This is an optimization exercise on Yosys and OpenROAD, whose aim is small area, a short achievable clock period and few clock cycles per item, not a production implementation. At most, simulation tests tie the RTL to the original design; equivalence was not proved. The RTL of run 4 was laid out without a check of its function.

===== design/flow/flow/run.sh =====
#!/bin/bash
# The standard layout (standard.sh, unchanged synthesis) with two optimisation knobs:
#  - port buffers are buf_1 cells (buffer_ports' own pick is a larger delay cell)
# standard.sh's output goes to standard.log here; ORFS's own logs stay under orfs/logs.
export SETUP_SLACK_MARGIN=7
export BUFFER_PORTS_ARGS="-buffer_cell sky130_fd_sc_hd__buf_1"
bash standard.sh > standard.log 2>&1

===== design/flow/standard.sh =====
#!/bin/bash
# synth_recipe.tcl (not shown) runs the flow's synth.tcl, then flattens the netlist and writes it again
# the make line also repeats each setting of config.mk as NAME=value (left out here)
make -C /OpenROAD-flow-scripts/flow DESIGN_CONFIG=/design/flow/config.mk WORK_HOME=/design/flow/orfs CLKGATE_MAP_FILE= SYNTH_SCRIPT=/design/flow/synth_recipe.tcl "${@:-finish}"

===== design/flow/config.mk =====
export PLATFORM = sky130hd
export DESIGN_NAME = CompDiv
export DESIGN_NICKNAME = CompDiv
export VERILOG_FILES = /design/flow/design.v
export SDC_FILE = /design/flow/constraint.sdc
export NUM_CORES = 4
export LEC_CHECK = 0
export CAP_MARGIN = 20
export CORE_MARGIN = 2
export CORE_UTILIZATION = 60
export SLEW_MARGIN = 20

===== design/flow/constraint.sdc =====
create_clock -name core_clock -period 10.0 [get_ports {clk}]
set_input_delay 2.0000 -clock core_clock [delete_from_list [all_inputs] [get_ports {clk}]]
set_output_delay 2.0000 -clock core_clock [all_outputs]
set_load 0.01 [all_outputs]

===== design/flow/design.v =====
module CompDiv(
	input [31:0] Divisor_input,
	input [31:0] Dividend_input,
	input run,
	input rst,
	input clk,
	output ready,
	output [31:0] Quotient_output,
	output [31:0] Remainder_output
	);
	reg al1, al2, it, done;
	wire idle = ~(al1 | al2 | it | done);
	reg [4:0] cnt;
	reg [31:0] R, Q, D;
	assign ready = done;
	assign Quotient_output = Q;
	assign Remainder_output = R;
	wire [31:0] diff;
	wire ge;
	SubBK sub(.a(R), .b(D), .d(diff), .nb(ge));
	wire [5:0] za, zb;
	Clz32 clza(.x(R), .z(za));
	Clz32 clzb(.x(D), .z(zb));
	wire [4:0] d = zb[4:0] - za[4:0];
	wire b0 = ~|D;
	wire [31:0] s0 = cnt[0] ? {D[30:0], 1'b0} : D;
	wire [31:0] s1 = cnt[1] ? {s0[29:0], 2'b0} : s0;
	wire [31:0] s2 = cnt[2] ? {s1[27:0], 4'b0} : s1;
	wire [31:0] s3 = cnt[3] ? {s2[23:0], 8'b0} : s2;
	wire [31:0] s4 = cnt[4] ? {s3[15:0], 16'b0} : s3;
	always @(posedge clk or posedge rst) begin
		if (rst) begin
			al1 <= 1'b0;
			al2 <= 1'b0;
			it <= 1'b0;
			done <= 1'b0;
		end else begin
			al1 <= idle & run;
			al2 <= al1 & ge & ~b0;
			it <= al2 | (it & (cnt != 5'd0));
			done <= done | (al1 & (~ge | b0)) | (it & (cnt == 5'd0));
		end
	end
	always @(posedge clk) begin
		if (idle) D <= Divisor_input;
		else if (it) D <= {1'b0, D[31:1]};
		else D <= s4;
		if (idle) cnt <= 5'd0;
		else if (al1) cnt <= d;
		else if (it) cnt <= cnt - 5'd1;
		if (idle) R <= Dividend_input;
		else if (it & ge) R <= diff;
		if (al1) Q <= {32{b0}};
		else if (it) Q <= {Q[30:0], ge};
	end
endmodule
module Clz32(input [31:0] x, output [5:0] z);
	wire [4:0] zh, zl;
	Clz16 h(.x(x[31:16]), .z(zh));
	Clz16 l(.x(x[15:0]), .z(zl));
	assign z = zh[4] ? (zl[4] ? 6'd32 : {2'b01, zl[3:0]}) : {2'b00, zh[3:0]};
endmodule
module Clz16(input [15:0] x, output [4:0] z);
	wire [3:0] zh, zl;
	Clz8 h(.x(x[15:8]), .z(zh));
	Clz8 l(.x(x[7:0]), .z(zl));
	assign z = zh[3] ? (zl[3] ? 5'd16 : {2'b01, zl[2:0]}) : {2'b00, zh[2:0]};
endmodule
module Clz8(input [7:0] x, output [3:0] z);
	wire [2:0] zh, zl;
	Clz4 h(.x(x[7:4]), .z(zh));
	Clz4 l(.x(x[3:0]), .z(zl));
	assign z = zh[2] ? (zl[2] ? 4'd8 : {2'b01, zl[1:0]}) : {2'b00, zh[1:0]};
endmodule
module Clz4(input [3:0] x, output [2:0] z);
	assign z[2] = ~|x;
	assign z[1] = ~|x[3:2] & |x[1:0];
	assign z[0] = (~x[3] & x[2]) | (~x[3] & ~x[2] & ~x[1] & x[0]);
endmodule
module SubBK(input [31:0] a, input [31:0] b, output [31:0] d, output nb);
	wire [31:0] p = ~(a ^ b);
	wire [31:0] g0 = a & ~b;
	wire [31:0] gi = {g0[31:1], g0[0] | p[0]};
	wire [31:0] g [0:9];
	wire [31:0] q [0:9];
	assign g[0] = gi;
	assign q[0] = p;
	genvar l, i;
	generate
		for (l = 0; l < 5; l = l + 1) begin : up
			for (i = 0; i < 32; i = i + 1) begin : b
				if ((i + 1) % (2 << l) == 0) begin : n
					assign g[l+1][i] = g[l][i] | (q[l][i] & g[l][i - (1 << l)]);
					assign q[l+1][i] = q[l][i] & q[l][i - (1 << l)];
				end else begin : t
					assign g[l+1][i] = g[l][i];
					assign q[l+1][i] = q[l][i];
				end
			end
		end
		for (l = 3; l >= 0; l = l - 1) begin : dn
			for (i = 0; i < 32; i = i + 1) begin : b
				if ((i + 1) % (2 << l) == (1 << l) && i >= (2 << l)) begin : n
					assign g[9-l][i] = g[8-l][i] | (q[8-l][i] & g[8-l][i - (1 << l)]);
					assign q[9-l][i] = q[8-l][i] & q[8-l][i - (1 << l)];
				end else begin : t
					assign g[9-l][i] = g[8-l][i];
					assign q[9-l][i] = q[8-l][i];
				end
			end
		end
	endgenerate
	wire [31:0] c = {g[9][30:0], 1'b1};
	assign d = p ^ c;
	assign nb = g[9][31];
endmodule

==> metrics.md, run 1 <==
| Metric | Value |
|---|---|
| Status | no timing/DRC/antenna violations |
| Routed Antenna Nets | 0 |
| Syn_nets | 1,077 |
| #FFs+latches synth | between 100 and 150 |
| Row count | 42 |
| Setup slack, reg-to-reg | 6930 ps |
| Initial drt markers | 931 |
| Peak per-stage delay on the critical path | between 400 and 500 ps |
| Final min period | about 3100 ps |
| Post-DP HPWL | between 15,000 and 20,000 µm |
| Final GP Congestion | 0.963 |
| Worst-margin pin slew | 895 ps |
| Reg-to-reg startpoint | R[4] |
| Slew headroom | about two fifths |
| Worst Min Path Start | al2 |
| Worst path cell trace | buf_6, buf_6 |
| First-pass GRT wire length | a little under 40,000 µm |
| Via count | 8,211 |
| Final worst-path cycle share | 31.3% |
| Hold WC Path Type | flop to flop |
| # IOs | around 130 |
| Post-synth EDFFs | 66 |
| Async set-or-reset flop fraction in the synthesized netlist | 3.81% |
| Cells after synthesis | ~960 |
| Met1 wire length | between 10,000 and 15,000 µm |
| # DRC | 0 |
| Ys flop type | edfxtp_1 |
| CP Capture Type | primary output |
| Antenna diodes | 0 |
| Seq/Total Area, Yosys | 34.1% |
| CP Launch Point | R[20] |
| Die area | ~15,000 µm² |
| CTS tree | done |
| Share of cells above drive strength 1 | around 18% |
| Chip height | between 100 and 150 µm |
| Setup violations, final | 0 |
| RSZ-0062 raised after global routing | yes |
| # fillers | ~1,000 |
| Htree depth | 3 |
| CP Class | flop to primary output |
| Worst-path clk slew | ~80 ps |
| Post-DP Area | between 8000 and 9000 µm² |
| CP required | around 8000 ps |
| Vias in the first global route | 7,442 |
| Met2 WL | approximately 12,000 µm |
| Grt ovf | 0 |
| Avg Inst Size Synth | 8.54 µm² |
| Fin area | ~9900 µm² |
| Clk sinks | roughly 110 |
| Die Wd | around 120 µm |
| Max-Cap Viols | 0 |
| Post-CTS Hold Buffers | 0 |
| CP max stage cell | edfxtp_1 |
| Largest net degree at the start of global routing | 78 |
| I/O Buffers | roughly 130 |
| First-pass iteration count of the detailed router | 6 |
| Hold EP | it |
| Gr usage total | 35.1% |
| Clock root cell | clkbuf_16 |
| Crit path launch type | flop |
| Met3 WL | between 2000 and 3000 µm |
| FF-to-FF End | cnt[4] |
| Crit path DAT | roughly 1100 ps |
| Fin nets | approximately 1,200 |
| Synth cell types | 68 |
| CP most frequent cell | buf_6 |
| Synth-to-Final Area Change | 20.9% |
| DR WL/cell | roughly 20 µm |
| Clock skew | ~10 ps |
| TNS Setup | 0 ps |
| Yosys warns | 2 |
| Hold path depth | 1 |
| Routed WL | 26,100 µm |
| CTS Buf Count | 9 |
| Mapped Area | 8160 µm² |
| Worst-Skew Late Latency | ~370 ps |
| Worst r2r path cells | 12 |
| Initial antenna violation count | 0 |
| F_max | roughly 0.32 GHz |
| Starting density of the core | between 60% and 70% |
| Max layer used | met4 |
| Max-slew violation count | 0 |
| CP max FO | 5 |
| Final Hold Fails | 0 |
| Post-DR vias/cell | 6.35 |
| CTS Buffer Depth | 2 |
| Core footprint | ~13,000 µm² |
[how the worst max path moves through the flow]
stage / to / slack [ps]
floorplan: cnt[4] / 7000
global placement: R[1] / 6740
detailed placement: R[2] / 6670
CTS: Remainder_output[20] / 6850
global route: cnt[4] / 6710
finish: Remainder_output[20] / 6870
[per-stage QoR]
stage	setup WS, ps	hold slack (ps)	cells	util, %
floorplan	7000	462	956	-
global placement	6740	515	1215	65.7
detailed placement	6670	520	1215	65.7
CTS	6850	535	1263	70.8
global route	6710	573	1293	74.5
finish	6870	544	1293	74.5
[cell families (layout without fill, tap and decap cells)]
group | after synthesis | in the layout | share of synthesized area (%)
simple gates | 298 | 298 | 16.1
compound gates | 282 | 283 | 21.3
buf+inv | 143 | 303 | 7.39
flops | 105 | 105 | 34.1
fa+ha+maj | 54 | 54 | 9.84
mux | 52 | 52 | 8.74
xor+xnor | 22 | 22 | 2.53
[Yosys cell counts, types with 5 or more instances]
cell type	n	share of area, %
a22oi_1	9	0.83
dfxtp_1	35	8.6
buf_2	14	0.86
nand4_1	5	0.38
nand2_1	139	6.4
mux2i_1	30	3.7
a31oi_1	5	0.38
inv_1	83	3.8
nor4_1	14	1.1
or4_1	6	0.55
a211oi_1	13	1.2
nor2b_1	5	0.38
nor2_1	74	3.4
a221oi_1	8	0.86
o21ai_0	99	6.1
fa_1	17	4.2
clkbuf_1	30	1.4
o21a_1	6	0.55
o221ai_1	9	0.97
nand3_1	17	1.0
nor3_1	13	0.80
mux4_2	9	2.5
nand2b_1	8	0.61
a21o_1	5	0.46
buf_1	6	0.28
ha_1	37	5.7
o211ai_1	15	1.4
o22ai_1	13	1.0
a32oi_1	5	0.54
mux2_2	8	1.1
a21oi_1	67	4.1
edfxtp_1	66	24
xnor2_1	19	2.0
[flip-flops by register name (all words and copies together) (netlist names)]
register	flops
Q	32
cnt	5
R	32
it	1
D	32
al2	1
al1	1
done	1
[per-layer routing]
layer / GRT usage (%) / vias up
li1: - / 3769
met1: 50.9 / 3871
met2: 50.9 / 488
met3: 7.50 / 83
met4: 14.7 / 0
met5: 0 / -
[layout by cell type (no fill, tap or decap), drive strengths merged, types with 19 or more instances in the layout]
cell | synthesis | routed
xnor2 | 19 | 19
edfxtp | 66 | 66
ha | 37 | 37
mux2i | 30 | 30
dfxtp | 35 | 35
a21oi | 67 | 68
inv | 84 | 88
buf | 28 | 196
nor2 | 74 | 74
nand2 | 139 | 139
o21ai | 101 | 101
[timing repair]
| action | 4_1_cts | 5_1_grt |
|---|---|---|
| setup endpoints to repair | 75 | 81 |
| buffers inserted | 31 | 30 |
| pin swaps | 4 | 19 |
| resized for setup | 28 | 89 |
| gates cloned | 1 | 0 |
[worst max-delay path: cells and delay by family (launching register included)]
kind,cells,cell delay [ps]
buffers and inverters,2,280
flip-flops,1,490
[area by class of cell]
class | instances | area [µm²] | share of cell area (%)
Sequential cell | 105 | 2820 | 28.6
Inverter | 85 | 320 | 3.25
Multi-Input combinational cell | 709 | 5050 | 51.2
Clock buffer | 9 | 225 | 2.28
Tap cell | 176 | 220 | 2.23
Clock inverter | 7 | 92.6 | 0.938
Timing Repair Buffer | 202 | 1140 | 11.5
Testbench counts, summed over its fixed seeds: cycles 19,557, items 2,400.
==> run 2, diff against run 1 <==
--- a/design/flow/config.mk
+++ b/design/flow/config.mk
@@ -8,4 +8,4 @@
 export CAP_MARGIN = 20
 export CORE_MARGIN = 2
-export CORE_UTILIZATION = 60
+export CORE_UTILIZATION = 40
 export SLEW_MARGIN = 20
==> metrics.md, run 2 <==
| Metric | Value |
|---|---|
| Ys flop type | edfxtp_1 |
| Share of cells above drive strength 1 | 18.2% (+0.40 points) |
| Top cells by area, synth | edfxtp_1 24%, dfxtp_1 8.6%, nand2_1 6.4% |
| Post-DP HPWL | 18,500 µm (+5.9%) |
| Clk sinks | 105 (unchanged) |
| FF-to-FF End | cnt[4] |
| First-pass GRT wire length | 42,000 µm (+6.0%) |
| Final worst-path cycle share | 31.5% (+0.15 points) |
| RSZ-0062 raised after global routing | yes |
| Slew headroom | 41.6% (+1.6 points) |
| Worst r2r path cells | 13 (+1) |
| CP max FO | 2 (-3) |
| Final GP Congestion | 0.944 (-2.0%) |
| Setup violations, final | 0 (unchanged) |
| Routed Antenna Nets | 0 (unchanged) |
| Adder-cell share of the synthesized area | 9.84% (unchanged) |
| Avg Inst Size Synth | 8.54 µm² (unchanged) |
| Chip height | 147 µm (+22%) |
| Synth Area in Compound Gates | 21.3% (unchanged) |
| Commonest cells after routing, fill and taps aside | 136 x nand2_1, 118 x buf_1, 91 x o21ai_0, 83 x inv_1, 70 x nor2_1 |
| Clock skew | 12.8 ps (+2.73 ps) |
| # DRC | 0 (unchanged) |
| CP Launch Point | R[23] |
| XOR/XNOR Fraction of Synth Area | 2.53% (unchanged) |
| Critical Path Sink | Remainder_output[23] |
| Worst-margin pin slew | 874 ps (-21.2 ps) |
| Largest family of logic cells by synthesized area | compound AO/OA/AOI/OAI gates |
| TNS Setup | 0 ps (unchanged) |
| First-pass iteration count of the detailed router | 5 (-1) |
| Syn_nets | 1,077 (unchanged) |
| Vias in the first global route | 7,536 (+1.3%) |
| CTS tree | done |
| Top-count cell post-synth | nand2_1 |
| # IOs | 132 (unchanged) |
| Fin nets | 1,236 (+0.24%) |
| Top flop regs | D (32), Q (32), R (32) |
| Cells after synthesis | 956 (unchanged) |
| Worst-path clk slew | 90 ps (about the same) |
| Post-CTS Hold Buffers | 0 (unchanged) |
| Starting density of the core | 40.6% (-21 points) |
| Via count | 7,881 (-4.0%) |
| Synth top cells by count | 139 x nand2_1, 99 x o21ai_0, 83 x inv_1 |
| Routed WL | 26,900 µm (+3.2%) |
| Clock root cell | clkbuf_16 |
| Setup slack, reg-to-reg | 6870 ps (-60 ps) |
| Die area | 21,600 µm² (+48%) |
| CP top delay family | flip-flops |
| Mux share of post-synthesis cell area | 8.74% (unchanged) |
| Grt ovf | 0 (unchanged) |
| Row count | 52 (+24%) |
| Crit path DAT | 1150 ps (+20 ps) |
| F_max | 0.318 GHz (-0.46%) |
| #FFs+latches synth | 105 (unchanged) |
| Worst-Skew Late Latency | 380 ps (about the same) |
| CP bufs+invs | 3 (+1) |
| Initial drt markers | 675 (-27%) |
| Mapped Area | 8160 µm² (unchanged) |
| Simple-Gate Fraction of Synth Area | 16.1% (unchanged) |
| CP most frequent cell | buf_6 |
| CP max stage cell | edfxtp_1 |
| CTS Buffer Depth | 2 (unchanged) |
| Hold WC Path Type | flop to flop |
| Seq/Total Area, Yosys | 34.1% (unchanged) |
| Yosys warns | 2 (unchanged) |
| Cell taking the most area after synthesis | edfxtp_1 |
| Slack of the critical path | 6850 ps (-14.6 ps) |
| Max-Cap Viols | 0 (unchanged) |
| Synth cell types | 68 (unchanged) |
| Crit path launch type | flop |
| Core footprint | 20,100 µm² (+52%) |
| Synth-to-Final Area Change | 22.9% |
| Final min period | 3150 ps (+14.6 ps) |
| Async set-or-reset flop fraction in the synthesized netlist | 3.81% (unchanged) |
| Reg-to-reg startpoint | R[23] |
| CTS Buf Count | 9 (unchanged) |
| Crit path depth | 3 (+1) |
| Initial antenna violation count | 0 (unchanged) |
| Most common cell after layout, fill and taps aside | nand2_1 |
| CP Class | flop to primary output |
| Worst path cell trace | buf_4, buf_6, buf_6 |
| Die Wd | 147 µm (+22%) |
| Antenna diodes | 0 (unchanged) |
| I/O Buffers | 131 (unchanged) |
| Largest net degree at the start of global routing | 78 (unchanged) |
| Max-slew violation count | 0 (unchanged) |
| Gr usage total | 24.8% (-10 points) |
| Post-synth EDFFs | 66 (unchanged) |
| Final Hold Fails | 0 (unchanged) |
| Htree depth | 3 (unchanged) |
| CP required | 8000 ps (about the same) |
| Status | no timing/DRC/antenna violations |
| CP Capture Type | primary output |
| Synth top area share | 24.3% (unchanged) |
| DR WL/cell | 19.4 µm (-4.0%) |
| Post-DR vias/cell | 5.67 (-11%) |
| Peak per-stage delay on the critical path | 410 ps (-80 ps) |
| Pre-CTS WS | 6610 ps (-65.2 ps) |
-- run 2: how the worst min path moves through the flow --
stage / slack [ps] / end / cells after the start / from
finish: 540 / it / 1 / al2
global route: 570 / it / 1 / al2
CTS: 540 / it / 1 / al2
detailed placement: 530 / it / 1 / al2
global placement: 520 / it / 1 / al2
floorplan: 460 / it / 1 / al2
-- run 2: cells by family after synthesis --
| group | Yosys count |
|---|---|
| fa+ha+maj | 54 |
| xor+xnor | 22 |
| buf+inv | 143 |
| mux | 52 |
| flops | 105 |
| simple gates | 298 |
| compound gates | 282 |
-- run 2: metal layers --
layer	track usage, %	vias to the layer above	wire length [µm]
li1	-	3765	-
met4	6.55	0	572
met5	0	-	0
met2	40.1	389	12400
met1	34.1	3682	11600
met3	5.00	45	2320
-- run 2: final cells by class --
cell class / count / area [µm²]
flip-flops and latches: 105 / 2820
multi-input cells: 709 / 5100
repair buffers: 205 / 1140
inverters: 85 / 323
clock inverters: 7 / 88.8
well taps: 270 / 338
fillers: 1946 / 10100
clock buffers: 9 / 225
-- run 2: repair_timing --
action,4_1_cts,5_1_grt
gates resized for setup,57,50
pin swaps,13,9
cloned,1,0
setup endpoints to repair,71,70
buffers inserted,55,10
-- run 2: stage by stage --
stage               instances  utilization, %  instance area (µm²)  hold slack (ps)
finish                   1390            49.9                10000              537
detailed placement       1308            43.8                 8810              531
global placement         1308            43.8                 8810              520
global route             1390            49.9                10000              565
CTS                      1380            48.5                 9750              542
floorplan                 956               -                 8190              462
==> run 3, diff against run 2 <==
==> design/flow/flow/run.sh (replaced) <==
#!/bin/bash
# The standard layout (standard.sh, unchanged synthesis) with these optimisation knobs:
#  - port buffers are buf_1 cells (buffer_ports' own pick is a larger delay cell)
#  - optional: sizing may change a cell's footprint (FOOTPRINT=0)
# standard.sh's output goes to standard.log here; ORFS's own logs stay under orfs/logs.
export SETUP_SLACK_MARGIN=7
export BUFFER_PORTS_ARGS="-buffer_cell sky130_fd_sc_hd__buf_1"
bash standard.sh MATCH_CELL_FOOTPRINT=0 finish > standard.log 2>&1
--- a/design/flow/config.mk
+++ b/design/flow/config.mk
@@ -8,4 +8,4 @@
 export CAP_MARGIN = 20
 export CORE_MARGIN = 2
-export CORE_UTILIZATION = 40
+export CORE_UTILIZATION = 60
 export SLEW_MARGIN = 20
==> metrics.md, run 3 <==
| Metric | Value |
|---|---|
| Status | no timing/DRC/antenna violations |
| Slew headroom | 41.6% (-0.045 points) |
| TNS Setup | 0 ps (unchanged) |
| Worst-path clk slew | 80 ps (about the same) |
| CP Capture Type | primary output |
| Htree depth | 3 (unchanged) |
| CP Class | flop to primary output |
| Final min period | 3130 ps (-13.3 ps) |
| Post-DP HPWL | 17,500 µm (-5.6%) |
| Seq/Total Area, Yosys | 34.1% (unchanged) |
| CP max FO | 5 (+3) |
| Cells after synthesis | 956 (unchanged) |
| CTS Buffer Depth | 2 (unchanged) |
| Initial drt markers | 896 (+33%) |
| Via count | 8,202 (+4.1%) |
| Worst-Skew Late Latency | 370 ps (about the same) |
| Final GP Congestion | 0.963 (+2.0%) |
| Gr usage total | 35.1% (+10 points) |
| Hold WC Path Type | flop to flop |
| F_max | 0.319 GHz (+0.42%) |
| Top-count cell post-synth | nand2_1 |
| CTS tree | done |
| Initial antenna violation count | 0 (unchanged) |
| Peak per-stage delay on the critical path | 490 ps (+80 ps) |
| Worst path cell trace | buf_6, buf_6 |
| Crit path launch type | flop |
| Setup violations, final | 0 (unchanged) |
| Cell taking the most area after synthesis | edfxtp_1 |
| Top flop regs | D (32), Q (32), R (32) |
| Yosys warns | 2 (unchanged) |
| First-pass iteration count of the detailed router | 8 (+3) |
| Die area | 14,600 µm² (-33%) |
| Post-synth EDFFs | 66 (unchanged) |
| Die Wd | 121 µm (-18%) |
| Core Util, Final | 74.5% (+25 points) |
| Synth top area share | 24.3% (unchanged) |
| CP max stage cell | edfxtp_1 |
| CP most frequent cell | buf_6 |
| Routed WL | 26,100 µm (-3.0%) |
| Worst Min Path Start | al2 |
| Reg-to-reg startpoint | R[4] |
| Clock skew | 9.77 ps (-3.04 ps) |
| Final Hold Fails | 0 (unchanged) |
| Share of cells above drive strength 1 | 17.8% (-0.40 points) |
| Ys flop type | edfxtp_1 |
| Synth cell types | 68 (unchanged) |
| # IOs | 132 (unchanged) |
| RSZ-0062 raised after global routing | yes |
| Commonest cells after routing, fill and taps aside | 137 x nand2_1, 117 x buf_1, 91 x o21ai_0, 82 x inv_1, 70 x nor2_1 |
| Async set-or-reset flop fraction in the synthesized netlist | 3.81% (unchanged) |
| # DRC | 0 (unchanged) |
| #FFs+latches synth | 105 (unchanged) |
| Chip height | 121 µm (-18%) |
| Avg Inst Size Synth | 8.54 µm² (unchanged) |
| Max-Cap Viols | 0 (unchanged) |
| Starting density of the core | 61.6% (+21 points) |
| Largest net degree at the start of global routing | 78 (unchanged) |
| Clk sinks | 105 (unchanged) |
| Synth-to-Final Area Change | 20.9% |
| CP required | 8000 ps (about the same) |
| Post-DR vias/cell | 6.34 (+12%) |
| Crit path DAT | 1130 ps (-20 ps) |
| Top cells by area, synth | edfxtp_1 24%, dfxtp_1 8.6%, nand2_1 6.4% |
| Core footprint | 13,200 µm² (-34%) |
| Antenna diodes | 0 (unchanged) |
| I/O Buffers | 131 (unchanged) |
| Clock root cell | clkbuf_16 |
| Vias in the first global route | 7,440 (-1.3%) |
| Final worst-path cycle share | 31.3% (-0.13 points) |
| Routed Antenna Nets | 0 (unchanged) |
| Mapped Area | 8160 µm² (unchanged) |
| Syn_nets | 1,077 (unchanged) |
| Worst-margin pin slew | 875 ps (+0.934 ps) |
| Row count | 42 (-19%) |
| Synth top cells by count | 139 x nand2_1, 99 x o21ai_0, 83 x inv_1 |
| Grt ovf | 0 (unchanged) |
| First-pass GRT wire length | 39,600 µm (-5.6%) |
| DR WL/cell | 20.2 µm (+4.3%) |
| Most common cell after layout, fill and taps aside | nand2_1 |
| Fin nets | 1,233 (-0.24%) |
| CTS Buf Count | 9 (unchanged) |
| CP Launch Point | R[20] |
| Max-slew violation count | 0 (unchanged) |
-- run 3: cell counts after synthesis --
Identical to the previous run, type by type.
-- run 3: final cells by class --
cell class / instances / area [µm²]
clock buffer: 9 / 225
clock inverter: 7 / 92.6
timing repair buffer: 202 / 1140
sequential: 105 / 2820
multi-input combinational: 709 / 5050
inverter: 85 / 323
tap: 176 / 220
fill: 1037 / 3370
-- run 3: final timing paths --
check	cells past startpoint	slack, ps	end
setup / recovery	2	6870	Remainder_output[20]
hold / removal	1	540	it
setup reg to reg	12	6960	cnt[4]
hold reg to reg	1	540	it
max in group asynchronous	2	8360	done
min in group asynchronous	2	1480	al1
-- run 3: what timing repair did --
item | in CTS | in global routing
setup endpoints to repair | 75 | 83
buffers inserted | 31 | 30
hold buffers | 0 | 0
gates resized for setup | 30 | 89
endpoints found under the hold margin | 0 | 0
gates cloned | 1 | 0
pin swaps | 4 | 19
-- run 3: cell families after synthesis --
kind of cell / count (synthesis) / synth area share, %
AOI/OAI and AO/OA: 282 / 21.3
and+or+nand+nor: 298 / 16.1
DFF: 105 / 34.1
adders and majority gates: 54 / 9.84
muxes: 52 / 8.74
buffers and inverters: 143 / 7.39
xor gates and xnor gates: 22 / 2.53
-- run 3: per-layer routing --
layer | global-route usage (%) | wire, µm
met5 | 0 | 0
met4 | 14.7 | 929
met1 | 51.0 | 11000
met2 | 50.9 | 11700
met3 | 7.50 | 2540
-- run 3: critical path, delay by kind of cell, from the launching register on --
family                 cells  cell delay, ps
DFF                        1             490
buffers and inverters      2             280
-- run 3: per-stage QoR --
stage	std cells	worst slack (ps)	hold WS (ps)	area [µm²]
after floorplan	956	7000	462	8190
after global placement	1215	6740	515	8700
after detailed placement	1215	6670	520	8700
after CTS	1263	6850	535	9380
after global routing	1293	6710	573	9870
final	1293	6870	543	9870
==> run 4, diff against run 3 <==
--- a/design/flow/design.v
+++ b/design/flow/design.v
@@ -23,10 +23,12 @@
 	Clz32 clzb(.x(D), .z(zb));
 	wire [4:0] d = zb[4:0] - za[4:0];
+	wire d0 = zb[4:0] == za[4:0];
 	wire b0 = ~|D;
-	wire [31:0] s0 = cnt[0] ? {D[30:0], 1'b0} : D;
-	wire [31:0] s1 = cnt[1] ? {s0[29:0], 2'b0} : s0;
-	wire [31:0] s2 = cnt[2] ? {s1[27:0], 4'b0} : s1;
-	wire [31:0] s3 = cnt[3] ? {s2[23:0], 8'b0} : s2;
-	wire [31:0] s4 = cnt[4] ? {s3[15:0], 16'b0} : s3;
+	wire [4:0] amt = it ? 5'd31 : cnt;
+	wire [31:0] s0 = amt[0] ? {D[30:0], D[31]} : D;
+	wire [31:0] s1 = amt[1] ? {s0[29:0], s0[31:30]} : s0;
+	wire [31:0] s2 = amt[2] ? {s1[27:0], s1[31:28]} : s1;
+	wire [31:0] s3 = amt[3] ? {s2[23:0], s2[31:24]} : s2;
+	wire [31:0] s4 = amt[4] ? {s3[15:0], s3[31:16]} : s3;
 	always @(posedge clk or posedge rst) begin
 		if (rst) begin
@@ -37,6 +39,6 @@
 		end else begin
 			al1 <= idle & run;
-			al2 <= al1 & ge & ~b0;
-			it <= al2 | (it & (cnt != 5'd0));
+			al2 <= al1 & ge & ~b0 & ~d0;
+			it <= (al1 & ge & ~b0 & d0) | al2 | (it & (cnt != 5'd0));
 			done <= done | (al1 & (~ge | b0)) | (it & (cnt == 5'd0));
 		end
@@ -44,5 +46,4 @@
 	always @(posedge clk) begin
 		if (idle) D <= Divisor_input;
-		else if (it) D <= {1'b0, D[31:1]};
 		else D <= s4;
 		if (idle) cnt <= 5'd0;
==> metrics.md, run 4 <==
| Metric | Value |
|---|---|
| Worst path cell trace | buf_6 |
| DR WL/cell | 18.5 µm (-8.4%) |
| Most common cell after layout, fill and taps aside | buf_1 |
| Fin area | 10,300 µm² (+4.5%) |
| Htree depth | 3 (unchanged) |
| Chip height | 124 µm (+2.6%) |
| Fin nets | 1,283 (+4.1%) |
| Die area | 15,300 µm² (+5.3%) |
| Seq/Total Area, Yosys | 32.1% (-2.0 points) |
| CTS Buf Count | 9 (unchanged) |
| Async set-or-reset flop fraction in the synthesized netlist | 3.81% (unchanged) |
| Initial drt markers | 1,026 (+15%) |
| Largest net degree at the start of global routing | 101 (+29%) |
| Grt ovf | 0 (unchanged) |
| Status | no timing/DRC/antenna violations |
| Gr usage total | 31.7% (-3.4 points) |
| RSZ-0062 raised after global routing | yes |
| Synth-to-Final Area Change | 19.8% |
| Post-DP HPWL | 16,700 µm (-4.5%) |
| Avg Inst Size Synth | 8.38 µm² (-1.8%) |
| Post-synth EDFFs | 64 (-3.0%) |
| Worst-Skew Late Latency | 370 ps (about the same) |
| Ys flop type | edfxtp_1 |
| First-pass GRT wire length | 37,800 µm (-4.7%) |
| Final GP Congestion | 0.909 (-5.6%) |
| #FFs+latches synth | 105 (unchanged) |
| Hold WC Path Type | flop to flop |
| Routed WL | 24,900 µm (-4.6%) |
| Core Util, Final | 74.0% (-0.50 points) |
| Synth top cells by count | 123 x nand2_1, 104 x o21ai_0, 96 x mux2i_1 |
| Worst-margin pin slew | 1140 ps (+264 ps) |
| Clk sinks | 105 (unchanged) |
| Starting density of the core | 61.8% (+0.16 points) |
| # fillers | 1,087 (+4.8%) |
| Final Hold Fails | 0 (unchanged) |
| Mapped Area | 8610 µm² (+5.5%) |
| CTS Buffer Depth | 2 (unchanged) |
| CP Capture Type | primary output |
| Routed Antenna Nets | 0 (unchanged) |
| Max-slew violation count | 0 (unchanged) |
| Core footprint | 13,900 µm² (+5.2%) |
| CP required | 8000 ps (about the same) |
| Cell taking the most area after synthesis | edfxtp_1 |
| Die Wd | 124 µm (+2.6%) |
| Top-count cell post-synth | nand2_1 |
| Top cells by area, synth | edfxtp_1 22%, mux2i_1 11%, dfxtp_1 8.6% |
| Row count | 43 (+2.4%) |
| Crit path DAT | 1020 ps (-110 ps) |
| Post-DP Area | 9150 µm² (+5.1%) |
| Share of cells above drive strength 1 | 15.1% (-2.7 points) |
| CP bufs+invs | 1 (-1) |
| Setup violations, final | 0 (unchanged) |
| Clock skew | 14.1 ps (+4.35 ps) |
| CP top delay family | flip-flops |
| I/O Buffers | 131 (unchanged) |
| Synth cell types | 58 (-15%) |
| Hold slack | 537 ps (-5.84 ps) |
| First-pass iteration count of the detailed router | 6 (-2) |
| Cells after synthesis | 1,027 (+7.4%) |
| Crit path launch type | flop |
| CP max FO | 4 (-1) |
| Syn_nets | 1,148 (+6.6%) |
| # IOs | 132 (unchanged) |
| CP Class | flop to primary output |
| TNS Setup | 0 ps (unchanged) |
| Final worst-path cycle share | 30.2% (-1.1 points) |
| Clock root cell | clkbuf_16 |
| CP max stage cell | edfxtp_1 |
| # DRC | 0 (unchanged) |
| Antenna diodes | 0 (unchanged) |
| Worst-path clk slew | 80 ps (about the same) |
| CTS tree | done |
| Max-Cap Viols | 0 (unchanged) |
| Vias in the first global route | 7,233 (-2.8%) |
| F_max | 0.331 GHz (+3.7%) |
| Top flop regs | D (32), Q (32), R (32) |
| Post-DR vias/cell | 6.18 (-2.6%) |
| Peak per-stage delay on the critical path | 490 ps (about the same) |
| Synth top area share | 22.3% (-2.0 points) |
| Commonest cells after routing, fill and taps aside | 125 x buf_1, 122 x nand2_1, 97 x o21ai_0, 96 x mux2i_1, 79 x inv_1 |
| Slew headroom | 24.1% (-18 points) |
| Yosys warns | 2 (unchanged) |
| Final min period | 3020 ps (-111 ps) |
| Via count | 8,324 (+1.5%) |
| Initial antenna violation count | 0 (unchanged) |
## run 4: cell count changes in the layout (fill, tap and decap cells not counted), moves of 10 or more
cell       before  now
o211ai_1       15    5
a22oi_1         9   32
nand3_1        16    5
nand2_1       137  122
o2111ai_1       0   33
o22ai_1        13    0
nor2b_1         5   38
nor3_1         12   38
buf_6          14    4
mux2i_1        30   96
## run 4: tightest hold or removal path: stages, from the launching register on
cell     delay (ps)
dfrtp_1         380
nor2_1           60
o21ai_1          60
## run 4: logic make-up after synthesis
kind of cell	after synthesis	share of synthesized area, %
compound gates	280	20.2
mux	96	11.2
buf+inv	161	7.38
flops	105	32.1
simple gates	311	17.7
xor+xnor	20	2.12
fa+ha+maj	54	9.33
## run 4: routing by layer
layer	routed length (µm)	GRT usage, %
met5	0	0
met4	586	9.52
met3	1820	5.17
met2	11800	50.0
met1	10700	44.8
## run 4: path summary, 6_finish.rpt
path | startpoint | to | slack [ps] | cells after the start
max | R[9] | Remainder_output[9] | 6980 | 1
min | al2 | it | 540 | 2
max reg2reg | R[0] | R[30] | 7040 | 13
min reg2reg | al2 | it | 540 | 2
max in group asynchronous | rst | al1 | 8360 | 2
min in group asynchronous | rst | al2 | 1490 | 2
## run 4: final cells by class
class	count	area, µm²	area share, %
multi-input combinational	762	5570	53.9
clock inverter	6	61.3	0.594
clock buffer	10	229	2.22
tap	180	225	2.18
inverter	80	300	2.91
timing repair buffer	204	1120	10.8
sequential	105	2820	27.3
## run 4: metrics by stage
step	setup slack [ps]	cells
after detailed placement	6360	1266
final	6980	1347
after global placement	6520	1266
after CTS	6930	1329
after global routing	6850	1347
after floorplan	6960	1027
## run 4: what timing repair did
action	4_1_cts	5_1_grt
hold buffers	0	0
setup buffers	46	16
pin swaps	7	16
gates cloned	1	0
endpoints found under the setup margin	74	61
hold endpoints to repair	0	0
gates resized for setup	27	69
==> run 5, diff against run 4 <==
--- a/design/flow/design.v
+++ b/design/flow/design.v
@@ -25,10 +25,15 @@
 	wire d0 = zb[4:0] == za[4:0];
 	wire b0 = ~|D;
-	wire [4:0] amt = it ? 5'd31 : cnt;
-	wire [31:0] s0 = amt[0] ? {D[30:0], D[31]} : D;
-	wire [31:0] s1 = amt[1] ? {s0[29:0], s0[31:30]} : s0;
-	wire [31:0] s2 = amt[2] ? {s1[27:0], s1[31:28]} : s1;
-	wire [31:0] s3 = amt[3] ? {s2[23:0], s2[31:24]} : s2;
-	wire [31:0] s4 = amt[4] ? {s3[15:0], s3[31:16]} : s3;
+	wire [31:0] s0 = cnt[0] ? {D[30:0], 1'b0} : D;
+	wire [31:0] s1 = cnt[1] ? {s0[29:0], 2'b0} : s0;
+	wire [31:0] s2 = cnt[2] ? {s1[27:0], 4'b0} : s1;
+	wire [31:0] s3 = cnt[3] ? {s2[23:0], 8'b0} : s2;
+	wire [31:0] s4 = cnt[4] ? {s3[15:0], 16'b0} : s3;
+	wire r_ld = idle;
+	wire r_sub = it & ge;
+	wire r_keep = ~(r_ld | r_sub);
+	wire [31:0] R_next = ({32{r_ld}} & Dividend_input) | ({32{r_sub}} & diff) | ({32{r_keep}} & R);
+	wire q_keep = ~(al1 | it);
+	wire [31:0] Q_next = ({32{al1 & b0}}) | ({32{it}} & {Q[30:0], ge}) | ({32{q_keep}} & Q);
 	always @(posedge clk or posedge rst) begin
 		if (rst) begin
@@ -46,12 +51,11 @@
 	always @(posedge clk) begin
 		if (idle) D <= Divisor_input;
+		else if (it) D <= {1'b0, D[31:1]};
 		else D <= s4;
 		if (idle) cnt <= 5'd0;
 		else if (al1) cnt <= d;
 		else if (it) cnt <= cnt - 5'd1;
-		if (idle) R <= Dividend_input;
-		else if (it & ge) R <= diff;
-		if (al1) Q <= {32{b0}};
-		else if (it) Q <= {Q[30:0], ge};
+		R <= R_next;
+		Q <= Q_next;
 	end
 endmodule
--- a/design/flow/flow/run.sh
+++ b/design/flow/flow/run.sh
@@ -4,5 +4,5 @@
 #  - optional: sizing may change a cell's footprint (FOOTPRINT=0)
 # standard.sh's output goes to standard.log here; ORFS's own logs stay under orfs/logs.
-export SETUP_SLACK_MARGIN=7
+export SETUP_SLACK_MARGIN=7.2
 export BUFFER_PORTS_ARGS="-buffer_cell sky130_fd_sc_hd__buf_1"
 bash standard.sh MATCH_CELL_FOOTPRINT=0 finish > standard.log 2>&1
==> metrics.md, run 5 <==
| Metric | Value |
|---|---|
| Status | no timing/DRC/antenna violations |
| Post-synth EDFFs | 2 (-97%) |
| Cells after synthesis | 902 (-12%) |
| Final worst-path cycle share | 35.6% (+5.4 points) |
| Worst-Skew Late Latency | 380 ps (about the same) |
| Most common cell after layout, fill and taps aside | buf_4 |
| Core footprint | 12,700 µm² (-9.1%) |
| Via count | 9,435 (+13%) |
| Fin nets | 1,237 (-3.6%) |
| Synth top cells by count | 99 x dfxtp_1, 79 x nor2_1, 73 x nand2_1 |
| Clock skew | 12.4 ps (-1.76 ps) |
| # DRC | 0 (unchanged) |
| Synth cell types | 74 (+28%) |
| Routed WL | 34,100 µm (+37%) |
| Final Hold Fails | 0 (unchanged) |
| DR WL/cell | 26.4 µm (+43%) |
| # IOs | 132 (unchanged) |
| CP Capture Type | flop |
| Synth-to-Final Area Change | 41.1% |
| Vias in the first global route | 8,713 (+20%) |
| Crit path DAT | 3770 ps (+2750 ps) |
| Final min period | 3560 ps (+541 ps) |
| Initial antenna violation count | 0 (unchanged) |
| Top flop regs | D (32), Q (32), R (32) |
| Share of cells above drive strength 1 | 41.3% (+26 points) |
| CP Launch Point | D[21] |
| Ys flop type | dfxtp_1 |
| Syn_nets | 1,023 (-11%) |
| Yosys warns | 2 (unchanged) |
| Clk sinks | 105 (unchanged) |
| Row count | 41 (-4.7%) |
| CP Class | flop to flop |
| Chip height | 118 µm (-4.4%) |
| Avg Inst Size Synth | 8.70 µm² (+3.8%) |
| First-pass iteration count of the detailed router | 7 (+1) |
| TNS Setup | 0 ps (unchanged) |
| #FFs+latches synth | 105 (unchanged) |
| CTS Buf Count | 9 (unchanged) |
| Seq/Total Area, Yosys | 27.3% (-4.8 points) |
| Worst Min Path Start | R[13] |
| Antenna diodes | 0 (unchanged) |
| Worst-margin pin slew | 908 ps (-231 ps) |
| Top-count cell post-synth | dfxtp_1 |
| Hold slack | 551 ps (+13.6 ps) |
| Htree depth | 3 (unchanged) |
| Grt ovf | 0 (unchanged) |
| Hold WC Path Type | flop to flop |
| Die area | 14,000 µm² (-8.6%) |
| F_max | 0.281 GHz (-15%) |
| Gr usage total | 42.2% (+10 points) |
| Cell taking the most area after synthesis | dfxtp_1 |
| Commonest cells after routing, fill and taps aside | 125 x buf_4, 75 x nor2_1, 73 x buf_6, 67 x nand2_1, 66 x buf_1 |
| Starting density of the core | 61.9% (+0.14 points) |
| Clock root cell | clkbuf_16 |
| Mapped Area | 7850 µm² (-8.9%) |
| Synth top area share | 25.3% (+2.9 points) |
| Post-DR vias/cell | 7.30 (+18%) |
| Max-slew violation count | 0 (unchanged) |
| First-pass GRT wire length | 47,000 µm (+24%) |
| Die Wd | 118 µm (-4.4%) |
| I/O Buffers | 131 (unchanged) |
| Post-DP HPWL | 16,800 µm (+1.1%) |
| Setup slack, reg-to-reg | 6440 ps (-600 ps) |
| CTS tree | done |
| Post-CTS Hold Buffers | 0 (unchanged) |
| Routed Antenna Nets | 0 (unchanged) |
| RSZ-0062 raised after global routing | yes |
| Worst-path clk slew | 90 ps (about the same) |
| Final GP Congestion | 0.971 (+6.9%) |
| CP required | 10,210 ps (+2210 ps) |
| Reg-to-reg startpoint | D[21] |
| # fillers | 585 (-46%) |
| CP max FO | 7 (+3) |
| Setup violations, final | 0 (unchanged) |
| Initial drt markers | 1,647 (+61%) |
| Slew headroom | 39.4% (+15 points) |
| Max-Cap Viols | 0 (unchanged) |
| Crit path launch type | flop |
| Top cells by area, synth | dfxtp_1 25%, mux4_2 8.0%, ha_1 5.9% |
| Async set-or-reset flop fraction in the synthesized netlist | 3.81% (unchanged) |
| CTS Buffer Depth | 2 (unchanged) |
| Largest net degree at the start of global routing | 65 (-36%) |
==> run 5: cell count changes after synthesis, sizes merged, moves of 32 or more <==
cell	before	now
edfxtp	64	2
nand2	123	73
a221o	0	32
o2111ai	34	2
o21ai	105	42
mux2i	96	12
dfxtp	37	99
nor2b	38	4
==> run 5: path summary, 6_finish.rpt <==
check	depth (start not counted)	endpoint
hold / removal	2	R[13]
setup reg to reg	11	R[28]
hold reg to reg	2	R[13]
min in group asynchronous	2	it
max in group asynchronous	2	it
setup / recovery	11	R[28]
==> run 5: critical path, stage by stage, from the launching register on <==
cell      delay [ps]
dfxtp_2          460
inv_1            120
ha_1             380
a21oi_1          350
o21ai_2          160
nor2_2           240
a31oi_4          180
buf_6            170
a21o_1           210
fa_2             570
inv_1             50
o311ai_2         490
==> run 5: what timing repair did <==
| item | 4_1_cts | 5_1_grt |
|---|---|---|
| pin swaps | 30 | 40 |
| buffers inserted | 94 | 34 |
| gates resized for setup | 367 | 90 |
| setup endpoints to repair | 112 | 109 |
| gates cloned | 2 | 1 |
==> run 5: layout make-up <==
type	instances	area, µm²	share of cell area [%]
multi-input cells	661	5800	52.4
repair buffers	269	2090	18.9
clock inverters	7	88.8	0.803
flip-flops and latches	105	2380	21.5
clock buffers	9	225	2.03
inverters	70	267	2.41
well taps	172	215	1.94
==> run 5: logic make-up (layout without fill, tap and decap cells) <==
logic type      count (synthesis)  in the layout  synth area share (%)
flops                         105            105                  27.3
compound gates                292            295                  27.2
buf+inv                       139            355                  6.94
fa+ha+maj                      54             54                  10.2
mux                            57             57                  12.0
simple gates                  236            236                  14.1
xor+xnor                       19             19                  2.22
==> run 5: metal layers <==
metal,global-route usage [%],wire length [µm],vias up
met5,0,0,-
met4,22.3,2650,0
met3,8.98,4090,285
met2,67.4,15700,926
met1,53.4,11700,4369
li1,-,-,3855
==> run 5: stage by stage <==
step	util [%]	instances	cell area, µm²	setup WS [ps]
floorplan	-	902	7910	7110
global placement	66.4	1146	8420	6440
detailed placement	66.4	1146	8420	6270
CTS	82.3	1258	10400	7000
global route	87.4	1293	11100	6480
finish	87.4	1293	11100	6440
Testbench counts of run 5, summed over its fixed seeds: cycles 19,444, items 2,400.
==> run 6, diff against run 5 <==
--- a/design/flow/flow/run.sh
+++ b/design/flow/flow/run.sh
@@ -4,5 +4,5 @@
 #  - optional: sizing may change a cell's footprint (FOOTPRINT=0)
 # standard.sh's output goes to standard.log here; ORFS's own logs stay under orfs/logs.
-export SETUP_SLACK_MARGIN=7.2
+export SETUP_SLACK_MARGIN=7
 export BUFFER_PORTS_ARGS="-buffer_cell sky130_fd_sc_hd__buf_1"
 bash standard.sh MATCH_CELL_FOOTPRINT=0 finish > standard.log 2>&1
==> metrics.md, run 6 <==
| Metric | Value |
|---|---|
| Slack of the critical path | 6870 ps (+435 ps) |
| Async set-or-reset flop fraction in the synthesized netlist | 3.81% (unchanged) |
| Avg Inst Size Synth | 8.70 µm² (unchanged) |
| Top flop regs | D (32), Q (32), R (32) |
| Yosys warns | 2 (unchanged) |
| Worst-margin pin slew | 934 ps (+25.6 ps) |
| CP max FO | 7 (unchanged) |
| Core footprint | 12,700 µm² (unchanged) |
| #FFs+latches synth | 105 (unchanged) |
| First-pass iteration count of the detailed router | 7 (unchanged) |
| Grt ovf | 0 (unchanged) |
| Routed Antenna Nets | 0 (unchanged) |
| Status | no timing/DRC/antenna violations |
| Crit path DAT | 3400 ps (-370 ps) |
| Die Wd | 118 µm (unchanged) |
| Cells after synthesis | 902 (unchanged) |
| Max-slew violation count | 0 (unchanged) |
| Vias in the first global route | 7,360 (-16%) |
| Setup violations, final | 0 (unchanged) |
| Slew headroom | 37.7% (-1.7 points) |
| TNS Setup | 0 ps (unchanged) |
| Htree depth | 3 (unchanged) |
| CP Capture Type | flop |
| RSZ-0062 raised after global routing | yes |
| Starting density of the core | 61.9% (unchanged) |
| CTS Buffer Depth | 2 (unchanged) |
| CP Class | flop to flop |
| Synth-to-Final Area Change | 17.6% |
| CP most frequent cell | inv_1 |
| Crit path launch type | flop |
| Row count | 41 (unchanged) |
| Clock skew | 15.0 ps (+2.60 ps) |
| Worst path cell trace | inv_1, ha_1, a21oi_1, o21ai_0, nor2_1, a31oi_4, a2111oi_4, a21oi_2, fa_1, inv_1, o311ai_2 |
| Top-count cell post-synth | dfxtp_1 |
| First-pass GRT wire length | 38,200 µm (-19%) |
| Gr usage total | 33.4% (-8.7 points) |
| CP max stage cell | fa_1 |
| Fin nets | 1,127 (-8.9%) |
| Antenna diodes | 0 (unchanged) |
| Final Hold Fails | 0 (unchanged) |
| CP bufs+invs | 2 (-1) |
| DR WL/cell | 20.8 µm (-21%) |
| F_max | 0.320 GHz (+14%) |
| Die area | 14,000 µm² (unchanged) |
| Synth top area share | 25.3% (unchanged) |
| # DRC | 0 (unchanged) |
| Via count | 8,086 (-14%) |
| Routed WL | 24,600 µm (-28%) |
| Pre-CTS WS | 6330 ps (+56.9 ps) |
| Mapped Area | 7850 µm² (unchanged) |
| Chip height | 118 µm (unchanged) |
| I/O Buffers | 131 (unchanged) |
| Post-synth EDFFs | 2 (unchanged) |
| Commonest cells after routing, fill and taps aside | 131 x buf_1, 77 x nor2_1, 69 x nand2_1, 62 x inv_1, 62 x a21oi_1 |
| Final min period | 3130 ps (-435 ps) |
| Clk sinks | 105 (unchanged) |
| Post-DP HPWL | 16,500 µm (-2.0%) |
| Worst-Skew Late Latency | 370 ps (about the same) |
| Ys flop type | dfxtp_1 |
| Final GP Congestion | 0.987 (+1.6%) |
| CP required | 10,270 ps (+60 ps) |
| Peak per-stage delay on the critical path | 480 ps (-90 ps) |
| Cell taking the most area after synthesis | dfxtp_1 |
| Synth top cells by count | 99 x dfxtp_1, 79 x nor2_1, 73 x nand2_1 |
| Most common cell after layout, fill and taps aside | buf_1 |
| Hold WC Path Type | flop to flop |
| CP top delay family | compound AO/OA/AOI/OAI gates |
| Initial drt markers | 892 (-46%) |
| Largest net degree at the start of global routing | 64 (-1.5%) |
| Seq/Total Area, Yosys | 27.3% (unchanged) |
| CTS Buf Count | 9 (unchanged) |
| Max-Cap Viols | 0 (unchanged) |
| Final worst-path cycle share | 31.3% (-4.3 points) |
| Worst-path clk slew | 80 ps (about the same) |
| Clock root cell | clkbuf_16 |
| Synth cell types | 74 (unchanged) |
| Post-DR vias/cell | 6.84 (-6.3%) |
| # IOs | 132 (unchanged) |
| Syn_nets | 1,023 (unchanged) |
| Top cells by area, synth | dfxtp_1 25%, mux4_2 8.0%, ha_1 5.9% |
| Initial antenna violation count | 0 (unchanged) |
| CTS tree | done |
| Share of cells above drive strength 1 | 20.3% (-21 points) |
## run 6: changes by cell type in the layout (fill, tap and decap cells not counted), sizes merged
cell and change:
a31oi -2, clkinv +1, clkinvlp -1, buf -108
## run 6: cell families (layout without fill, tap and decap cells)
logic type / count (synthesis) / after routing / synth area share (%)
compound gates: 292 / 293 / 27.2
simple gates: 236 / 236 / 14.1
buf+inv: 139 / 247 / 6.94
flops: 105 / 105 / 27.3
mux: 57 / 57 / 12.0
fa+ha+maj: 54 / 54 / 10.2
xor+xnor: 19 / 19 / 2.22
## run 6: worst paths after layout
| path | to | slack, ps | from | cells past startpoint |
|---|---|---|---|---|
| setup / recovery | R[30] | 6870 | D[21] | 11 |
| setup reg to reg | R[30] | 6870 | D[21] | 11 |
| hold reg to reg | Q[31] | 500 | Q[31] | 1 |
| hold / removal | Q[31] | 500 | Q[31] | 1 |
| min in group asynchronous | al2 | 1500 | rst | 2 |
| max in group asynchronous | it | 8340 | rst | 2 |
## run 6: worst register-to-register path: cells and delay by family (launching register included)
kind	cells	cell delay [ps]
AOI/OAI and AO/OA	6	1310
adders and majority gates	2	850
buffers and inverters	2	160
DFF	1	450
and+or+nand+nor	1	270
## run 6: layout make-up
class                      count  area, µm²
tap                          172        215
inverter                      70        265
timing repair buffer         161        747
clock buffer                   9        225
sequential                   105       2240
fill                        1012       3440
clock inverter                 7       88.8
multi-input combinational    659       5450
## run 6: stage by stage
| step | instances | area (µm²) | utilization [%] | hold WS, ps |
|---|---|---|---|---|
| after detailed placement | 1145 | 8380 | 66.1 | 470 |
| final | 1183 | 9230 | 72.9 | 500 |
| after global routing | 1183 | 9230 | 72.9 | 525 |
| after global placement | 1145 | 8380 | 66.1 | 464 |
| after CTS | 1167 | 8820 | 69.6 | 495 |
| after floorplan | 902 | 7870 | - | 464 |
## run 6: timing repair
item,4_1_cts,5_1_grt
endpoints found under the setup margin,63,49
pin swaps,4,21
hold buffers,0,0
gates resized for setup,47,78
gates cloned,0,1
setup buffers,6,15
## run 6: per-layer routing
layer / GRT usage [%] / routed length (µm)
met1: 46.3 / 10200
met2: 52.2 / 11400
met3: 4.73 / 2210
met4: 14.3 / 845
met5: 0 / 0
==> run 7, diff against run 6 <==
--- a/design/flow/design.v
+++ b/design/flow/design.v
@@ -18,5 +18,5 @@
 	wire [31:0] diff;
 	wire ge;
-	SubBK sub(.a(R), .b(D), .d(diff), .nb(ge));
+	SubSK sub(.a(R), .b(D), .d(diff), .nb(ge));
 	wire [5:0] za, zb;
 	Clz32 clza(.x(R), .z(za));
@@ -83,19 +83,19 @@
 	assign z[0] = (~x[3] & x[2]) | (~x[3] & ~x[2] & ~x[1] & x[0]);
 endmodule
-module SubBK(input [31:0] a, input [31:0] b, output [31:0] d, output nb);
+module SubSK(input [31:0] a, input [31:0] b, output [31:0] d, output nb);
 	wire [31:0] p = ~(a ^ b);
 	wire [31:0] g0 = a & ~b;
 	wire [31:0] gi = {g0[31:1], g0[0] | p[0]};
-	wire [31:0] g [0:9];
-	wire [31:0] q [0:9];
+	wire [31:0] g [0:5];
+	wire [31:0] q [0:5];
 	assign g[0] = gi;
 	assign q[0] = p;
 	genvar l, i;
 	generate
-		for (l = 0; l < 5; l = l + 1) begin : up
+		for (l = 0; l < 5; l = l + 1) begin : lv
 			for (i = 0; i < 32; i = i + 1) begin : b
-				if ((i + 1) % (2 << l) == 0) begin : n
-					assign g[l+1][i] = g[l][i] | (q[l][i] & g[l][i - (1 << l)]);
-					assign q[l+1][i] = q[l][i] & q[l][i - (1 << l)];
+				if ((i >> l) & 1) begin : n
+					assign g[l+1][i] = g[l][i] | (q[l][i] & g[l][((i >> l) << l) - 1]);
+					assign q[l+1][i] = q[l][i] & q[l][((i >> l) << l) - 1];
 				end else begin : t
 					assign g[l+1][i] = g[l][i];
@@ -104,18 +104,7 @@
 			end
 		end
-		for (l = 3; l >= 0; l = l - 1) begin : dn
-			for (i = 0; i < 32; i = i + 1) begin : b
-				if ((i + 1) % (2 << l) == (1 << l) && i >= (2 << l)) begin : n
-					assign g[9-l][i] = g[8-l][i] | (q[8-l][i] & g[8-l][i - (1 << l)]);
-					assign q[9-l][i] = q[8-l][i] & q[8-l][i - (1 << l)];
-				end else begin : t
-					assign g[9-l][i] = g[8-l][i];
-					assign q[9-l][i] = q[8-l][i];
-				end
-			end
-		end
 	endgenerate
-	wire [31:0] c = {g[9][30:0], 1'b1};
+	wire [31:0] c = {g[5][30:0], 1'b1};
 	assign d = p ^ c;
-	assign nb = g[9][31];
+	assign nb = g[5][31];
 endmodule
--- a/design/flow/config.mk
+++ b/design/flow/config.mk
@@ -8,4 +8,4 @@
 export CAP_MARGIN = 20
 export CORE_MARGIN = 2
-export CORE_UTILIZATION = 60
+export CORE_UTILIZATION = 70
 export SLEW_MARGIN = 20
==> metrics.md, run 7 <==
| Metric | Value |
|---|---|
| Status | no timing/DRC/antenna violations |
| Antenna diodes | 0 (unchanged) |
| Fin area | 8570 µm² (-7.1%) |
| Starting density of the core | 72.5% (+11 points) |
| Post-DP HPWL | 15,900 µm (-3.5%) |
| Mapped Area | 7550 µm² (-3.8%) |
| Layout Cells excl Fill | 1,140 (-3.6%) |
| Crit path DAT | 1000 ps (-2400 ps) |
| Final min period | 3000 ps (-127 ps) |
| Synth top cells by count | 101 x nor2_1, 99 x dfxtp_1, 66 x nand2_1 |
| Htree depth | 3 (unchanged) |
| Clock root cell | clkbuf_8 |
| Top flop regs | D (32), Q (32), R (32) |
| Hold path depth | 1 (unchanged) |
| TNS Setup | 0 ps (unchanged) |
| Worst-margin pin slew | 1090 ps (+155 ps) |
| CTS Buffer Depth | 2 (unchanged) |
| Max-slew violation count | 0 (unchanged) |
| Clk sinks | 105 (unchanged) |
| Seq/Total Area, Yosys | 28.4% (+1.1 points) |
| Max-Cap Viols | 0 (unchanged) |
| Row count | 37 (-9.8%) |
| Post-synth EDFFs | 2 (unchanged) |
| Core Util, Final | 82.3% (+9.4 points) |
| Post-DR vias/cell | 7.03 (+2.9%) |
| CP bufs+invs | 1 (-1) |
| Yosys warns | 2 (unchanged) |
| # fillers | 671 (-34%) |
| Crit path launch type | flop |
| F_max | 0.333 GHz (+4.2%) |
| Synth cell types | 62 (-16%) |
| Setup violations, final | 0 (unchanged) |
| Final Hold Fails | 0 (unchanged) |
| Core footprint | 10,400 µm² (-18%) |
| I/O Buffers | 131 (unchanged) |
| Die area | 11,600 µm² (-17%) |
| Setup slack, reg-to-reg | 7040 ps (+170 ps) |
| Syn_nets | 1,005 (-1.8%) |
| Placed cell count | 1,113 (-2.8%) |
| DR WL/cell | 21.0 µm (+0.60%) |
| CP max FO | 6 (-1) |
| Crit path depth | 1 (-10) |
| Largest net degree at the start of global routing | 68 (+6.3%) |
| Via count | 8,017 (-0.85%) |
| Worst-Skew Late Latency | 420 ps (+50 ps) |
| Initial drt markers | 1,139 (+28%) |
| First-pass GRT wire length | 36,400 µm (-4.9%) |
| Hold slack | 502 ps (+2.82 ps) |
| Gr usage total | 39.8% (+6.3 points) |
| Cells after synthesis | 895 (-0.78%) |
| # DRC | 0 (unchanged) |
| Slew headroom | 27.2% (-10 points) |
| Most common cell after layout, fill and taps aside | buf_1 |
| Ys flop type | dfxtp_1 |
| Routed Antenna Nets | 0 (unchanged) |
| Grt ovf | 0 (unchanged) |
| Fin nets | 1,109 (-1.6%) |
| Worst r2r path cells | 13 (+2) |
| Final worst-path cycle share | 30.0% (-1.3 points) |
| Top-count cell post-synth | nor2_1 |
| CP Class | flop to primary output |
| Async set-or-reset flop fraction in the synthesized netlist | 3.81% (unchanged) |
| Share of cells above drive strength 1 | 16.3% (-3.9 points) |
| Hold WC Path Type | flop to flop |
| Clock skew | 14.9 ps (-0.101 ps) |
| Cell taking the most area after synthesis | dfxtp_1 |
| Die Wd | 108 µm (-8.9%) |
| CTS tree | done |
| # IOs | 132 (unchanged) |
| Top cells by area, synth | dfxtp_1 26%, a221o_1 6.6%, mux4_2 6.6% |
| Post-DP Area | 8030 µm² (-4.1%) |
| CTS Buf Count | 9 (unchanged) |
| Synth-to-Final Area Change | 13.6% |
| First-pass iteration count of the detailed router | 6 (-1) |
| Chip height | 108 µm (-8.9%) |
| Worst path cell trace | buf_1 |
| Routed WL | 23,900 µm (-3.1%) |
| Avg Inst Size Synth | 8.44 µm² (-3.0%) |
| Vias in the first global route | 7,369 (+0.12%) |
| Final GP Congestion | 0.959 (-2.9%) |
| Post-CTS Hold Buffers | 0 (unchanged) |
| CP required | 8000 ps (-2270 ps) |
| CP max stage cell | dfxtp_2 |
| Peak per-stage delay on the critical path | 410 ps (-70 ps) |
| Commonest cells after routing, fill and taps aside | 109 x buf_1, 100 x nor2_1, 66 x nand2_1, 60 x a21oi_1, 57 x o21ai_0 |
| #FFs+latches synth | 105 (unchanged) |
| Synth top area share | 26.3% (+1.0 points) |
| Initial antenna violation count | 0 (unchanged) |
| Worst-path clk slew | 120 ps (+40 ps) |
| RSZ-0062 raised after global routing | yes |
| CP top delay family | flip-flops |
| CP Capture Type | primary output |
## run 7: path summary, 6_finish.rpt
kind	startpoint	end
hold / removal	Q[31]	Q[31]
max in group asynchronous	rst	it
min in group asynchronous	rst	al2
setup reg to reg	R[10]	cnt[4]
hold reg to reg	Q[31]	Q[31]
setup / recovery	R[31]	Remainder_output[31]
## run 7: final cells by class
cell class                      count  area [µm²]  area share [%]
Multi-Input combinational cell    677        5040            58.8
Inverter                           57         214            2.50
Sequential cell                   105        2260            26.3
Clock buffer                       11         153            1.78
Timing Repair Buffer              149         684            7.98
Clock inverter                      5        51.3           0.598
Tap cell                          136         170            1.98
## run 7: cells by family after synthesis
family          after synthesis  synth area share, %
compound gates              280                 25.7
xor+xnor                     32                 3.71
fa+ha+maj                    43                 7.72
buf+inv                     115                 6.30
flops                       105                 28.4
mux                          72                 13.4
simple gates                248                 14.8
## run 7: repair_timing
action | CTS | global route
endpoints found under the hold margin | 0 | 0
pin swaps | 4 | 5
cloned | 2 | 1
gates resized for setup | 45 | 73
setup buffers | 3 | 5
setup endpoints to repair | 66 | 80
## run 7: per-stage QoR
| stage | setup slack [ps] |
|---|---|
| 5_1_grt | 6870 |
| 4_1_cts | 6980 |
| 2_1_floorplan | 7280 |
| 3_3_place_gp | 6490 |
| 3_5_place_dp | 6170 |
| 6_report | 7000 |
## run 7: per-layer routing
layer	wire length [µm]	vias to the layer above	global-route usage (%)
met2	11100	590	64.4
met3	2610	120	9.14
met4	1020	0	16.8
met1	9110	3744	51.0
li1	-	3563	-
met5	0	-	0
Testbench counts of run 7, summed over its fixed seeds: cycles 19,444, items 2,400.

-- afterwards: timing with drivers on the ports --
The results above use ideal ports. As a check the final layouts listed here were re-extracted and re-timed, cells and wires unchanged.
Step 1 assumes that a clkbuf_16 drives the clock port and a buf_2 every other input.
Step 2 also shifts input and output timing later by t, the mid clock arrival at the registers, as if the neighbouring blocks saw the same clock.
Slacks: ideal / step 1 / step 2; pairs: ideal / step 1.
run | shift t [ns] | setup slack, ns | worst register clock-pin slew, ns | worst slew at a driven data input, ns
run 1 | 0.405 | 6.869 / 6.826 / 6.933 | 0.08 / 0.08 | 0.04
run 2 | 0.416 | 6.855 / 6.808 / 6.871 | 0.09 / 0.09 | 0.06
run 3 | 0.407 | 6.868 / 6.824 / 6.958 | 0.08 / 0.08 | 0.04
run 4 | 0.400 | 6.979 / 6.937 / 7.044 | 0.08 / 0.08 | 0.04
run 5 | 0.418 | 6.438 / 6.438 / 6.438 | 0.09 / 0.09 | 0.07
run 6 | 0.408 | 6.873 / 6.873 / 6.873 | 0.09 / 0.09 | 0.05
run 7 | 0.449 | 7.000 / 6.961 / 7.038 | 0.12 / 0.12 | 0.04
After both steps every run listed still meets setup and hold.
